From an optimization exercise on the open Yosys and OpenROAD flow, aimed at small area, a short achievable clock period and few clock cycles per item; shortcuts taken in it are not production practice.
Function was checked by simulation only, so behaviour that the tests miss may differ from the original.

--- design/flow/design.v ---
module Zeta (
  input             clka,
  input      [6:0]  addra,
  output reg [11:0] douta
);
always @(posedge clka)
  case (addra)
    7'd0: douta <= 12'd2285;
    7'd1: douta <= 12'd2571;
    7'd2: douta <= 12'd2970;
    7'd3: douta <= 12'd1812;
    7'd4: douta <= 12'd1493;
    7'd5: douta <= 12'd1422;
    7'd6: douta <= 12'd287;
    7'd7: douta <= 12'd202;
    7'd8: douta <= 12'd3158;
    7'd9: douta <= 12'd622;
    7'd10: douta <= 12'd1577;
    7'd11: douta <= 12'd182;
    7'd12: douta <= 12'd962;
    7'd13: douta <= 12'd2127;
    7'd14: douta <= 12'd1855;
    7'd15: douta <= 12'd1468;
    7'd16: douta <= 12'd573;
    7'd17: douta <= 12'd2004;
    7'd18: douta <= 12'd264;
    7'd19: douta <= 12'd383;
    7'd20: douta <= 12'd2500;
    7'd21: douta <= 12'd1458;
    7'd22: douta <= 12'd1727;
    7'd23: douta <= 12'd3199;
    7'd24: douta <= 12'd2648;
    7'd25: douta <= 12'd1017;
    7'd26: douta <= 12'd732;
    7'd27: douta <= 12'd608;
    7'd28: douta <= 12'd1787;
    7'd29: douta <= 12'd411;
    7'd30: douta <= 12'd3124;
    7'd31: douta <= 12'd1758;
    7'd32: douta <= 12'd1223;
    7'd33: douta <= 12'd652;
    7'd34: douta <= 12'd2777;
    7'd35: douta <= 12'd1015;
    7'd36: douta <= 12'd2036;
    7'd37: douta <= 12'd1491;
    7'd38: douta <= 12'd3047;
    7'd39: douta <= 12'd1785;
    7'd40: douta <= 12'd516;
    7'd41: douta <= 12'd3321;
    7'd42: douta <= 12'd3009;
    7'd43: douta <= 12'd2663;
    7'd44: douta <= 12'd1711;
    7'd45: douta <= 12'd2167;
    7'd46: douta <= 12'd126;
    7'd47: douta <= 12'd1469;
    7'd48: douta <= 12'd2476;
    7'd49: douta <= 12'd3239;
    7'd50: douta <= 12'd3058;
    7'd51: douta <= 12'd830;
    7'd52: douta <= 12'd107;
    7'd53: douta <= 12'd1908;
    7'd54: douta <= 12'd3082;
    7'd55: douta <= 12'd2378;
    7'd56: douta <= 12'd2931;
    7'd57: douta <= 12'd961;
    7'd58: douta <= 12'd1821;
    7'd59: douta <= 12'd2604;
    7'd60: douta <= 12'd448;
    7'd61: douta <= 12'd2264;
    7'd62: douta <= 12'd677;
    7'd63: douta <= 12'd2054;
    7'd64: douta <= 12'd2226;
    7'd65: douta <= 12'd430;
    7'd66: douta <= 12'd555;
    7'd67: douta <= 12'd843;
    7'd68: douta <= 12'd2078;
    7'd69: douta <= 12'd871;
    7'd70: douta <= 12'd1550;
    7'd71: douta <= 12'd105;
    7'd72: douta <= 12'd422;
    7'd73: douta <= 12'd587;
    7'd74: douta <= 12'd177;
    7'd75: douta <= 12'd3094;
    7'd76: douta <= 12'd3038;
    7'd77: douta <= 12'd2869;
    7'd78: douta <= 12'd1574;
    7'd79: douta <= 12'd1653;
    7'd80: douta <= 12'd3083;
    7'd81: douta <= 12'd778;
    7'd82: douta <= 12'd1159;
    7'd83: douta <= 12'd3182;
    7'd84: douta <= 12'd2552;
    7'd85: douta <= 12'd1483;
    7'd86: douta <= 12'd2727;
    7'd87: douta <= 12'd1119;
    7'd88: douta <= 12'd1739;
    7'd89: douta <= 12'd644;
    7'd90: douta <= 12'd2457;
    7'd91: douta <= 12'd349;
    7'd92: douta <= 12'd418;
    7'd93: douta <= 12'd329;
    7'd94: douta <= 12'd3173;
    7'd95: douta <= 12'd3254;
    7'd96: douta <= 12'd817;
    7'd97: douta <= 12'd1097;
    7'd98: douta <= 12'd603;
    7'd99: douta <= 12'd610;
    7'd100: douta <= 12'd1322;
    7'd101: douta <= 12'd2044;
    7'd102: douta <= 12'd1864;
    7'd103: douta <= 12'd384;
    7'd104: douta <= 12'd2114;
    7'd105: douta <= 12'd3193;
    7'd106: douta <= 12'd1218;
    7'd107: douta <= 12'd1994;
    7'd108: douta <= 12'd2455;
    7'd109: douta <= 12'd220;
    7'd110: douta <= 12'd2142;
    7'd111: douta <= 12'd1670;
    7'd112: douta <= 12'd2144;
    7'd113: douta <= 12'd1799;
    7'd114: douta <= 12'd2051;
    7'd115: douta <= 12'd794;
    7'd116: douta <= 12'd1819;
    7'd117: douta <= 12'd2475;
    7'd118: douta <= 12'd2459;
    7'd119: douta <= 12'd478;
    7'd120: douta <= 12'd3221;
    7'd121: douta <= 12'd3021;
    7'd122: douta <= 12'd996;
    7'd123: douta <= 12'd991;
    7'd124: douta <= 12'd958;
    7'd125: douta <= 12'd1869;
    7'd126: douta <= 12'd1522;
    7'd127: douta <= 12'd1628;
    default: douta <= 12'd0;
  endcase
endmodule
module Montgomery_Reduce (
  input                    clk,
  input      signed [15:0] v,
  input             [11:0] zeta,
  output reg signed [12:0] r
);
reg signed [27:0] a;
reg signed [15:0] t;
reg signed [11:0] ah1, ah2, tqh;
wire signed [27:0] tq = t * $signed(16'sd3329);
always @(posedge clk) begin
  a   <= v * $signed({1'b0, zeta});
  t   <= a[15:0] * 16'd62209;
  ah1 <= a[27:16];
  tqh <= tq[27:16];
  ah2 <= ah1;
  r   <= ah2 - tqh;
end
endmodule
module NTT #(
  parameter KYBER_K = 2,
  parameter KYBER_N = 256,
  parameter KYBER_Q = 3329,
  parameter COEFF_SZ = 16
)(
  input clk,
  input reset_n,
  input enable,
  input [COEFF_SZ-1 : 0] Coef_RData,
  output reg  [7 : 0] Coef_RAd,
  output reg  [0 : 0] Coef_WEN,
  output reg  [7 : 0] Coef_WAd,
  output reg  [COEFF_SZ-1 : 0] Coef_WData,
  output reg Poly_NTT_done
);
localparam [10:0] LAST_WRITE = 11'd1037;
reg        running;
reg [10:0] c;
wire [10:0] cn = c + 11'd1;      
function [7:0] addr;
  input [7:0] G;
  input [1:0] xsel;
  case (G[7:6])
    2'd0:    addr = {xsel, G[5:0]};
    2'd1:    addr = {G[5], xsel, G[4:0]};
    2'd2:    addr = {G[5:3], xsel, G[2:0]};
    default: addr = {G[5:1], xsel, G[0]};
  endcase
endfunction
function [6:0] zidx1;
  input [7:0] G;
  case (G[7:6])
    2'd0:    zidx1 = 7'd1;
    2'd1:    zidx1 = {6'd1, G[5]};
    2'd2:    zidx1 = {4'd1, G[5:3]};
    default: zidx1 = {2'd1, G[5:1]};
  endcase
endfunction
function [6:0] zidx2;
  input [7:0] G;
  input       d;
  case (G[7:6])
    2'd1:    zidx2 = {5'd1, G[5], d};
    2'd2:    zidx2 = {3'd1, G[5:3], d};
    default: zidx2 = {1'd1, G[5:1], d};
  endcase
endfunction
wire [7:0] gn  = cn[9:2];
wire [7:0] gn1 = gn - 8'd1;
reg  [7:0] raddr_n;
always @(*)
  case (cn[1:0])
    2'd0: raddr_n = addr(gn,  2'd3);
    2'd1: raddr_n = addr(gn1, 2'd2);
    2'd2: raddr_n = addr(gn1, 2'd0);
    default: raddr_n = addr(gn, 2'd1);
  endcase
wire [10:0] cz  = c + 11'd2;
wire [7:0]  gz  = cz[9:2];
wire [7:0]  gz1 = gz - 8'd1;
wire [7:0]  gz2 = gz - 8'd2;
reg  [6:0]  zidx_n, zidx;
always @(*)
  case (cz[1:0])
    2'd2: zidx_n = zidx1(gz);
    2'd3: zidx_n = zidx1(gz1);
    2'd0: zidx_n = zidx2(gz2, 1'b0);
    default: zidx_n = zidx2(gz2, 1'b1);
  endcase
wire [11:0] zeta;
Zeta M0 (.clka(clk), .addra(zidx), .douta(zeta));
wire        dbl   = (cn >= 11'd270);
wire [10:0] w14   = cn - 11'd14;
wire [10:0] w8    = cn - 11'd8;
wire [10:0] w13   = cn - 11'd13;
reg  [7:0]  waddr_n;
reg         wen_n;
always @(*) begin
  if (dbl) begin
    wen_n = (cn <= LAST_WRITE);
    case (w14[1:0])
      2'd0: waddr_n = addr(w14[9:2], 2'd0);
      2'd1: waddr_n = addr(w14[9:2], 2'd2);
      2'd2: waddr_n = addr(w14[9:2], 2'd3);
      default: waddr_n = addr(w14[9:2], 2'd1);
    endcase
  end else begin
    case (cn[1:0])
      2'd0: begin wen_n = (cn >= 11'd8)  && w8[9:8] == 2'd0;  waddr_n = addr(w8[9:2],  2'd1); end
      2'd3: begin wen_n = (cn >= 11'd11) && w8[9:8] == 2'd0;  waddr_n = addr(w8[9:2],  2'd3); end
      2'd1: begin wen_n = (cn >= 11'd13) && w13[9:8] == 2'd0; waddr_n = addr(w13[9:2], 2'd0); end
      default: begin wen_n = (cn >= 11'd14) && w13[9:8] == 2'd0; waddr_n = addr(w13[9:2], 2'd2); end
    endcase
  end
end
wire [1:0] wsel = cn[1:0] + {dbl, 1'b0};
reg  signed [15:0] V, U0, U1, O0, O1, X, Y;
wire signed [12:0] R;
reg  signed [15:0] u;
Montgomery_Reduce P0 (.clk(clk), .v(V), .zeta(zeta), .r(R));
always @(*)
  case (c[1:0])
    2'd2: u = U1;
    2'd3: u = U0;
    2'd0: u = O0;
    default: u = X;
  endcase
always @(posedge clk) begin
  case (c[1:0])
    2'd1, 2'd2: V <= Coef_RData;
    2'd3:       V <= O0;
    default:    V <= X;
  endcase
  if (c[1:0] == 2'd0) U1 <= Coef_RData;
  if (c[1:0] == 2'd3) U0 <= Coef_RData;
  O0 <= u + R;
  O1 <= u - R;
  X  <= O1;
  if (!c[0]) Y <= X;
  zidx <= zidx_n;
  case (wsel)
    2'd0, 2'd1: Coef_WData <= O0;
    2'd2:       Coef_WData <= X;
    default:    Coef_WData <= Y;
  endcase
  Coef_WAd <= waddr_n;
end
always @(posedge clk, negedge reset_n) begin
  if (!reset_n) begin
    running       <= 1'b0;
    c             <= 11'd0;
    Coef_RAd      <= 8'd0;
    Coef_WEN      <= 1'b0;
    Poly_NTT_done <= 1'b0;
  end else begin
    Poly_NTT_done <= running && (c == LAST_WRITE);
    if (running) begin
      c        <= cn;
      Coef_RAd <= raddr_n;
      Coef_WEN <= wen_n;
      if (c == LAST_WRITE) begin
        running  <= 1'b0;
        Coef_WEN <= 1'b0;
      end
    end else if (enable) begin
      running  <= 1'b1;
      c        <= 11'd0;
      Coef_RAd <= addr(8'd0, 2'd3);
      Coef_WEN <= 1'b0;
    end
  end
end
endmodule
--- design/flow/run.sh ---
#!/bin/bash
# synth_recipe.tcl (not shown) runs the flow's synth.tcl, then flattens the netlist and writes it again
# the make line also repeats each setting of config.mk as NAME=value (left out here)
make -C /OpenROAD-flow-scripts/flow DESIGN_CONFIG=/design/flow/config.mk WORK_HOME=/design/flow/orfs CLKGATE_MAP_FILE= SYNTH_SCRIPT=/design/flow/synth_recipe.tcl finish
--- design/flow/config.mk ---
export PLATFORM = sky130hd
export DESIGN_NAME = NTT
export DESIGN_NICKNAME = NTT
export VERILOG_FILES = /design/flow/design.v
export SDC_FILE = /design/flow/constraint.sdc
export NUM_CORES = 8
export LEC_CHECK = 0
export CAP_MARGIN = 20
export CORE_MARGIN = 2
export CORE_UTILIZATION = 40
export PLACE_DENSITY = 0.6
export SLEW_MARGIN = 20
--- design/flow/constraint.sdc ---
create_clock -name core_clock -period 8.0 [get_ports {clk}]
set_input_delay 1.6000 -clock core_clock [delete_from_list [all_inputs] [get_ports {clk}]]
set_output_delay 1.6000 -clock core_clock [all_outputs]
set_load 0.01 [all_outputs]
==> run notes <==
## metal layers
| layer | vias to the layer above | global-route usage (%) | wire, um | share of wire, % |
|---|---|---|---|---|
| met4 | 0 | 6.45 | 1570 | 2.5 |
| met1 | 9306 | 27.2 | 29100 | 46 |
| met5 | - | 0 | 0 | 0 |
| met2 | 577 | 32.2 | 29400 | 46 |
| met3 | 99 | 2.96 | 3380 | 5.3 |
| li1 | 9240 | - | - | - |
## cell usage after synthesis, types with 14 or more instances
cell type  number  share of area, %
inv_1         470               7.2
ha_1          239                12
nand2_1       221               3.4
fa_1          214                17
dfxtp_1       199                16
nor2_1        177               2.7
a21oi_1       159               3.2
o21ai_0       140               2.9
and2_1        117               3.0
xnor2_1       110               3.9
clkbuf_1      104               1.6
nand3_1        52               1.1
edfxtp_1       48               5.9
nor3_1         46              0.94
mux2i_1        33               1.3
xor2_1         30               1.1
a31oi_1        29              0.74
a211oi_1       27              0.83
nor2b_1        25              0.64
buf_1          22              0.34
dfrtp_1        22               2.2
a21o_1         19              0.58
nand4_1        17              0.43
a222oi_1       16              0.65
o211ai_1       16              0.49
a221oi_1       14              0.50
## cell type report
| class | instances | area, um2 | share of cell area [%] |
|---|---|---|---|
| clock inverter | 14 | 195 | 0.728 |
| sequential | 269 | 5980 | 22.3 |
| clock buffer | 48 | 973 | 3.63 |
| tap | 782 | 978 | 3.65 |
| inverter | 476 | 1790 | 6.67 |
| multi-input combinational | 1926 | 16200 | 60.4 |
| timing repair buffer | 75 | 693 | 2.59 |
## state kept, by name, indices dropped and copies added (netlist names), 8 cells and up
| signal | count |
|---|---|
| P0.a | 28 |
| Coef_WData | 16 |
| O1 | 16 |
| P0.t | 16 |
| U0 | 16 |
| U1 | 16 |
| V | 16 |
| X | 16 |
| Y | 16 |
| O0 | 15 |
| P0.r | 13 |
| M0.douta | 12 |
| P0.ah1 | 12 |
| P0.ah2 | 12 |
| P0.tqh | 12 |
| c | 11 |
| Coef_RAd | 8 |
| Coef_WAd | 8 |
## path summary, 6_finish.rpt
check	depth (start not counted)	from	end	slack, ns
min in group asynchronous	2	reset_n	Coef_WEN$_DFFE_PN0P_	1.44
hold reg to reg	0	P0.ah1[5]$_DFF_P_	P0.ah2[5]$_DFF_P_	0.32
setup reg to reg	18	M0.douta[6]$_DFF_P_	P0.a[26]$_DFF_P_	2.19
max in group asynchronous	2	reset_n	c[2]$_DFFE_PN0P_	6.30
setup / recovery	18	M0.douta[6]$_DFF_P_	P0.a[26]$_DFF_P_	2.19
hold / removal	0	P0.ah1[5]$_DFF_P_	P0.ah2[5]$_DFF_P_	0.32
## cell families after synthesis
family | count (synthesis) | share of synthesized area [%]
AOI/OAI and AO/OA | 561 | 14.7
buffers and inverters | 616 | 9.58
muxes | 41 | 1.94
xor gates and xnor gates | 145 | 5.38
DFF | 269 | 24.4
and+or+nand+nor | 726 | 14.4
adders and majority gates | 453 | 29.7
## through the flow
step                      utilization (%)  instances  worst slack [ns]  instance area, um2
after global placement               42.4       3528              2.33               25600
after CTS                            44.3       3590              2.23               26800
final                                44.3       3590              2.19               26800
after global routing                 44.3       3590              1.85               26800
after floorplan                         -       2811              2.66               24500
after detailed placement             42.4       3528              2.25               25600
==> flow_summary.yaml <==
timing:
  setup_violations: 0
  fmax_mhz: 172
  period_share_pct: 72.6
  finalClockSkew_ns: 0.0178
  fin_tns_setup_ns: 0
  slew_headroom_pct: 32.3
  min_period_ns: 5.81
  rsz0062_at_grt: "false"
  worst_pin_slew_ns: 1.02
  slew_viol_final: 0
  timing.hold.ws_ns: 0.319
  hold_viol: 0
global_routing:
  grt_overflow: 0
  grt_pass1_vias: 19300
  grt_pass1_wl_um: 102000
  grt_max_degree: 107
  antenna_found_initial: 0
  grt.total_usage_pct: 19.9
clocking:
  htreeDepth: 2
  cts_made_buffers: 34
  path_clk_slew_ns: 0.06
  clk_latency_ns: 0.55
  postCtsSetupRepairBufs: 0
  cts_tree: "yes"
  cts_resized: 0
  ctsHoldBuffers: 0
  clk_path_buf_depth: 3
  clockRootBuffer: "clkbuf_16"
  cts.sinks: 269
yosys:
  ys_dominant_reg_cell: "dfxtp_1"
  synth_cell_types: 93
  avgSynthCellArea_um2: 8.72
  synth_nets: 3283
  syn_inst: 2811
  async_reset_ff_share_pct: 8.18
  synth-edff-count: 48
  synth_seq_area_share_pct: 24.4
  ys.warnings.count: 3
  synth_area_um2: 24500
  ys_ff_latch: 269
floorplan:
  ios: 53
  dieArea_um2: 63300
  start_util_pct: 40.5
  die_h_um: 252
  coreArea_um2: 60500
  num_rows: 90
  die_w_um: 252
placement:
  port_buffers: 52
  dp_hpwl_um: 48100
  gp_congestion: 0.909
setup_path:
  end_kind: "register"
  crit_buf_inv: 3
  start_kind: "register"
  critPathKind: "reg2reg"
  slowest_stage: "dfxtp_1"
  path_cells: "nand2_1, fa_1, fa_1, inv_1, fa_1, fa_1, inv_1, fa_1, inv_1, ha_1, a21o_1, a211oi_1, nand2_1, o221ai_1, o2111ai_1, a31o_2, a21oi_1, xnor2_1"
  cpLargestDelayFamily: "adder cells"
  max_stage_delay_ns: 0.68
  critPathArrivalTime_ns: 6.28
  critPathMostFrequentCell: "fa_1"
  crit_required_ns: 8.47
  cp_max_fo: 16
routing:
  viasPerCell: 5.35
  dr.first_iter.drc_count: 1558
  vias: 19200
  routedWlPerCell_um: 17.7
  wirelength_um: 63400
  firstDrtPassIters: 5
  ant_nets: 0
  drc: 0
run:
  maxCapViolCount: 0
min_path:
  min_path_type: "reg2reg"
cells_and_area:
  antenna_cells: 0
  synthToLayoutAreaGrowth_pct: 9.36
  layout_commonest_cell: "inv_1"
  drive_gt1_share_pct: 4.38
  fillers: 5895
  layout_common_cells: "470 x inv_1, 237 x ha_1, 221 x nand2_1"
  nets: 3254
outcome:
  status: "complete, no violations"
Testbench counts, summed over its fixed seeds: cycles 33,248, ntts 32.

==> separate check: timing with driven ports <==
In the flow no input, the clock included, has a driving cell. The finished layout below was timed again as built, in two steps. Step 1 (the two cells are an assumption about what drives the block):
set clk [get_ports {clk}]
set_driving_cell -lib_cell sky130_fd_sc_hd__clkbuf_16 $clk
set_driving_cell -lib_cell sky130_fd_sc_hd__buf_2 [delete_from_list [all_inputs] $clk]
Step 2 moves the port delays by t, midway between the first and last clock arrival at a register: inputs arrive t later, outputs are due t later. That takes back most of the time a late clock gives input paths. Three values: ideal ports, drivers, drivers and shift; two values: the first two.
t, ns: 0.591
slack for setup (ns): 2.192 / 2.192 / 2.192
worst register clock-pin slew, ns: 0.06 / 0.06
After both steps this run still meets setup and hold. For this run, drivers alone change the setup slack by 0.000 ns; drivers and shift together by 0.000 ns.
